Context: an optimization exercise on an open-source flow, tuned for small area. The choices shown serve that exercise and are no tape-out recipe. In this exercise RTL edits were held to simulation tests only and were not proved equivalent to the original. No driver is modelled on the clock port, so clock power and skew are understated where the tree is cut down; a real chip needs a root buffer or a tree. Power and IR drop assume default switching activity.

Design UAPBCORE, start of the top module:
module UAPBCORE(
input PCLK,
input PRESETN,
input PSEL,
input PENABLE,
input [1:0] PADDR,
input PWRITE,
input [7:0] PWDATA,
output [7:0] PRDATA,
output PREADY,
input RX,
output TX,
output TXRDY,
output RXRDY,
output [7:0] DATAOUT,
output s_tick
);
==> flow/config.mk <==
export PLATFORM = sky130hd
export DESIGN_NAME = UAPBCORE
export DESIGN_NICKNAME = UAPBCORE
export VERILOG_FILES = /design/flow/design.v
export SDC_FILE = /design/flow/constraint.sdc
export NUM_CORES = 4
export LEC_CHECK = 0
export ABC_AREA = 1
export CAP_MARGIN = 20
export CORE_MARGIN = 2
export CORE_UTILIZATION = 40
export SLEW_MARGIN = 20
==> flow/constraint.sdc <==
create_clock -name core_clock -period 10.0 [get_ports {PCLK}]
set_input_delay 2.0000 -clock core_clock [delete_from_list [all_inputs] [get_ports {PCLK}]]
set_output_delay 2.0000 -clock core_clock [all_outputs]
set_load 0.01 [all_outputs]
run.sh (not shown) runs the stock make flow with config.mk's settings and CLKGATE_MAP_FILE= SYNTH_SCRIPT=/design/flow/synth_recipe.tcl, a recipe that flattens the netlist after the stock synthesis.
Next try:
==> flow/flow/run.sh (new file) <==
#!/bin/bash
# Standard ORFS layout with smaller port buffers and a lighter clock tree.
set -euo pipefail
export BUFFER_PORTS_ARGS="-buffer_cell sky130_fd_sc_hd__buf_1"
export CTS_ARGS="-sink_clustering_enable -repair_clock_nets -dont_use_dummy_load -buf_list sky130_fd_sc_hd__clkbuf_8 -sink_clustering_size 40"
bash standard.sh > flow_standard.log 2>&1
==> flow/standard.sh (new file) <==
#!/bin/bash
# synth_recipe.tcl (not shown) runs the flow's synth.tcl, then flattens the netlist and writes it again
# the make line also repeats each setting of config.mk as NAME=value (left out here)
make -C /OpenROAD-flow-scripts/flow DESIGN_CONFIG=/design/flow/config.mk WORK_HOME=/design/flow/orfs CLKGATE_MAP_FILE= SYNTH_SCRIPT=/design/flow/synth_recipe.tcl "${@:-finish}"
Settings changed: ABC_AREA 1 to default.
removed: flow/run.sh
The changed run went through all stages and came out clean.
Fmax climbs by 16%.
Total power climbs by about 9%.
Worst setup slack gets better by 800 ps.
Clock power drops by 12%.
Global-route usage drops by 0.31 points.
Wire length drops by about 12%.
First-iteration DRC count drops by 26%.
Synthesized cell count drops by about 30%.
Critical path depth drops by 1.
Sequential cell count stays the same.

========
indigo:
UAPBCORE, a different RTL version from the one above (not shown whole).
For scale: roughly 37 I/O pins, roughly 2600 um2 of cells after synthesis.
// UAPBCORE
module UAPBCORE(
input PCLK,
input PRESETN,
input PSEL,
input PENABLE,
input [1:0] PADDR,
input PWRITE,
input [7:0] PWDATA,
output [7:0] PRDATA,
output PREADY,
input RX,
output TX,
output TXRDY,
output RXRDY,
output [7:0] DATAOUT,
output s_tick
);
clock: 10.0 ns
lec_check: 0
cap_margin: 0
core_margin: 2
core_utilization: 70
gpl_timing_driven: 0
slew_margin: 0
standard.sh (not shown) runs the stock make flow with config.mk's settings and CLKGATE_MAP_FILE= SYNTH_SCRIPT=/design/flow/synth_recipe.tcl, a recipe that flattens the netlist after the stock synthesis.
==> flow/flow/run.sh <==
#!/bin/bash
# The standard ORFS layout with:
#  - the standard synthesis, then its combinational logic re-mapped for area
#    (flow/resynth.sh; flip-flops untouched);
#  - every cell first at its smallest drive (flow/downsize.tcl, after synthesis);
#  - buf_1 port buffers;
#  - a small clock tree of our own (flow/myclk.tcl, run after CTS): a grid of
#    CLK_NX x CLK_NY clock buffers, each driving the flip-flops nearest to it.
set -euo pipefail
here=$(pwd)
export BUFFER_PORTS_ARGS="-buffer_cell sky130_fd_sc_hd__buf_1"
export CTS_ARGS="-sink_clustering_enable -repair_clock_nets -dont_use_dummy_load"
export POST_CTS_TCL=$here/flow/myclk.tcl
export POST_SYNTH_TCL=$here/flow/downsize.tcl
export CLK_NX=${CLK_NX:-1} CLK_NY=${CLK_NY:-2}
export CLK_BUF=${CLK_BUF:-sky130_fd_sc_hd__clkbuf_16}
export CLK_ROOT=${CLK_ROOT:-sky130_fd_sc_hd__clkbuf_4}
results=$here/orfs/results/$FLOW_PLATFORM/UAPBCORE/base
bash standard.sh synth > flow_synth.log 2>&1
bash flow/resynth.sh $results/1_2_yosys.v > resynth.log 2>&1
bash standard.sh > flow_standard.log 2>&1
==> flow/flow/myclk.tcl <==
# Replace the clock tree with CLK_NBUF buffers of type CLK_BUF, each driving
# a group of flip-flops split by x position; the clock port drives the buffers.
proc my_clock_tree {} {
  set bufm $::env(CLK_BUF)
  set block [ord::get_db_block]
  set db [ord::get_db]
  set clk [$block findNet PCLK]
  # collect every flip-flop clock pin reached from PCLK through buffers
  set sinks {}
  set bufs {}
  set todo [list $clk]
  while {[llength $todo]} {
    set n [lindex $todo 0]; set todo [lrange $todo 1 end]
    foreach it [$n getITerms] {
      if {![$it isInputSignal] && [$it getIoType] ne "INPUT"} continue
      set inst [$it getInst]
      set m [$inst getMaster]
      if {[$m isSequential]} { lappend sinks $it; continue }
      lappend bufs $inst
      foreach o [$inst getITerms] {
        if {[$o getIoType] eq "OUTPUT" && [$o getNet] ne "NULL"} { lappend todo [$o getNet] }
      }
    }
  }
  foreach inst $bufs {
    set nets {}
    foreach o [$inst getITerms] { if {[$o getIoType] eq "OUTPUT" && [$o getNet] ne "NULL"} {lappend nets [$o getNet]} }
    odb::dbInst_destroy $inst
    foreach n $nets { if {$n ne $clk} { odb::dbNet_destroy $n } }
  }
  # cut the sinks into a CLK_NX x CLK_NY grid of groups of equal size:
  # columns by x, then each column into rows by y
  set nx $::env(CLK_NX)
  set ny $::env(CLK_NY)
  set l {}
  foreach it $sinks {
    set b [[$it getInst] getBBox]
    lappend l [list [$b xMin] [$b yMin] $it]
  }
  set l [lsort -integer -index 0 $l]
  set n [llength $l]
  set groups {}
  for {set c 0} {$c < $nx} {incr c} {
    set col [lrange $l [expr {$c * $n / $nx}] [expr {($c + 1) * $n / $nx - 1}]]
    set col [lsort -integer -index 1 $col]
    set m [llength $col]
    for {set r 0} {$r < $ny} {incr r} {
      lappend groups [lrange $col [expr {$r * $m / $ny}] [expr {($r + 1) * $m / $ny - 1}]]
    }
  }
  set master [$db findMaster $bufm]
  set src $clk
  if {[llength $groups] > 4} {
    set rm [$db findMaster $::env(CLK_ROOT)]
    set root [odb::dbInst_create $block $rm "clkbuf_my_root"]
    set src [odb::dbNet_create $block "clknet_root"]
    $src setSigType CLOCK
    [$root findITerm A] connect $clk
    [$root findITerm X] connect $src
    set rx 0; set ry 0
    foreach e $l { incr rx [lindex $e 0]; incr ry [lindex $e 1] }
    $root setLocation [expr {$rx / $n}] [expr {$ry / $n}]
    $root setPlacementStatus PLACED
  }
  set g 0
  foreach grp $groups {
    set net [odb::dbNet_create $block "clknet_$g"]
    $net setSigType CLOCK
    set inst [odb::dbInst_create $block $master "clkbuf_my_$g"]
    set sx 0; set sy 0
    foreach e $grp {
      set it [lindex $e 2]
      $it disconnect
      $it connect $net
      incr sx [lindex $e 0]; incr sy [lindex $e 1]
    }
    set k [llength $grp]
    $inst setLocation [expr {$sx / $k}] [expr {$sy / $k}]
    $inst setPlacementStatus PLACED
    [$inst findITerm A] connect $src
    [$inst findITerm X] connect $net
    incr g
  }
  set nbuf [llength $groups]
  puts "my_clock_tree: $n sinks, removed [llength $bufs] buffers, $nbuf x $bufm"
}
my_clock_tree
detailed_placement
check_placement -verbose
Other scripts of this flow, unchanged in this note and not shown: flow/flow/downsize.tcl, flow/flow/resynth.sh
What ember does differently from indigo at the input level:
--- a/flow/flow/run.sh
+++ b/flow/flow/run.sh
@@ -13,6 +13,6 @@
 export POST_CTS_TCL=$here/flow/myclk.tcl
 export POST_SYNTH_TCL=$here/flow/downsize.tcl
-export CLK_NX=${CLK_NX:-1} CLK_NY=${CLK_NY:-2}
-export CLK_BUF=${CLK_BUF:-sky130_fd_sc_hd__clkbuf_16}
+export CLK_NX=${CLK_NX:-2} CLK_NY=${CLK_NY:-2}
+export CLK_BUF=${CLK_BUF:-sky130_fd_sc_hd__clkbuf_8}
 export CLK_ROOT=${CLK_ROOT:-sky130_fd_sc_hd__clkbuf_4}
 results=$here/orfs/results/$FLOW_PLATFORM/UAPBCORE/base
==> run summary <==
Comparing post-layout total power for ember and indigo, the smaller number came from ember.
Comparing ember with indigo, the area of all placed cells without fillers came out essentially unchanged.
On via count of the first global-routing pass, ember and indigo are neck and neck.
In every run of this note, the design's own scripts or RTL, not TritonCTS, make the clock network.

[static timing again, ports no longer ideal]
The results above use ideal ports. As a check the final layouts listed here were re-extracted and re-timed, cells and wires unchanged.
Step 1, drivers: a clkbuf_16 drives PCLK and a buf_2 each remaining input, both assumed.
Step 2 also shifts input and output timing later by t, the mid clock arrival at the registers, as if the neighbouring blocks saw the same clock.
a / b / c = ideal / step 1 / step 2; a / b = the first two.
run	t (ns)	setup slack, ns	slew at the worst register clock pin (ns)	worst slew at a driven data input, ns	cell pins on the clock port's net
the first run of note 1	0.355	4.194 / 4.171 / 4.171	0.07 / 0.07	0.04	1
the second run of note 1	0.356	4.990 / 4.969 / 4.969	0.08 / 0.08	0.04	1
indigo	0.217	4.981 / 4.955 / 4.955	0.12 / 0.12	0.04	2
ember	0.201	4.970 / 4.943 / 4.943	0.10 / 0.10	0.04	4
After both steps every run listed still meets setup and hold. For ember, which loses most, drivers alone change the setup slack by -0.027 ns; drivers and shift together by -0.027 ns.
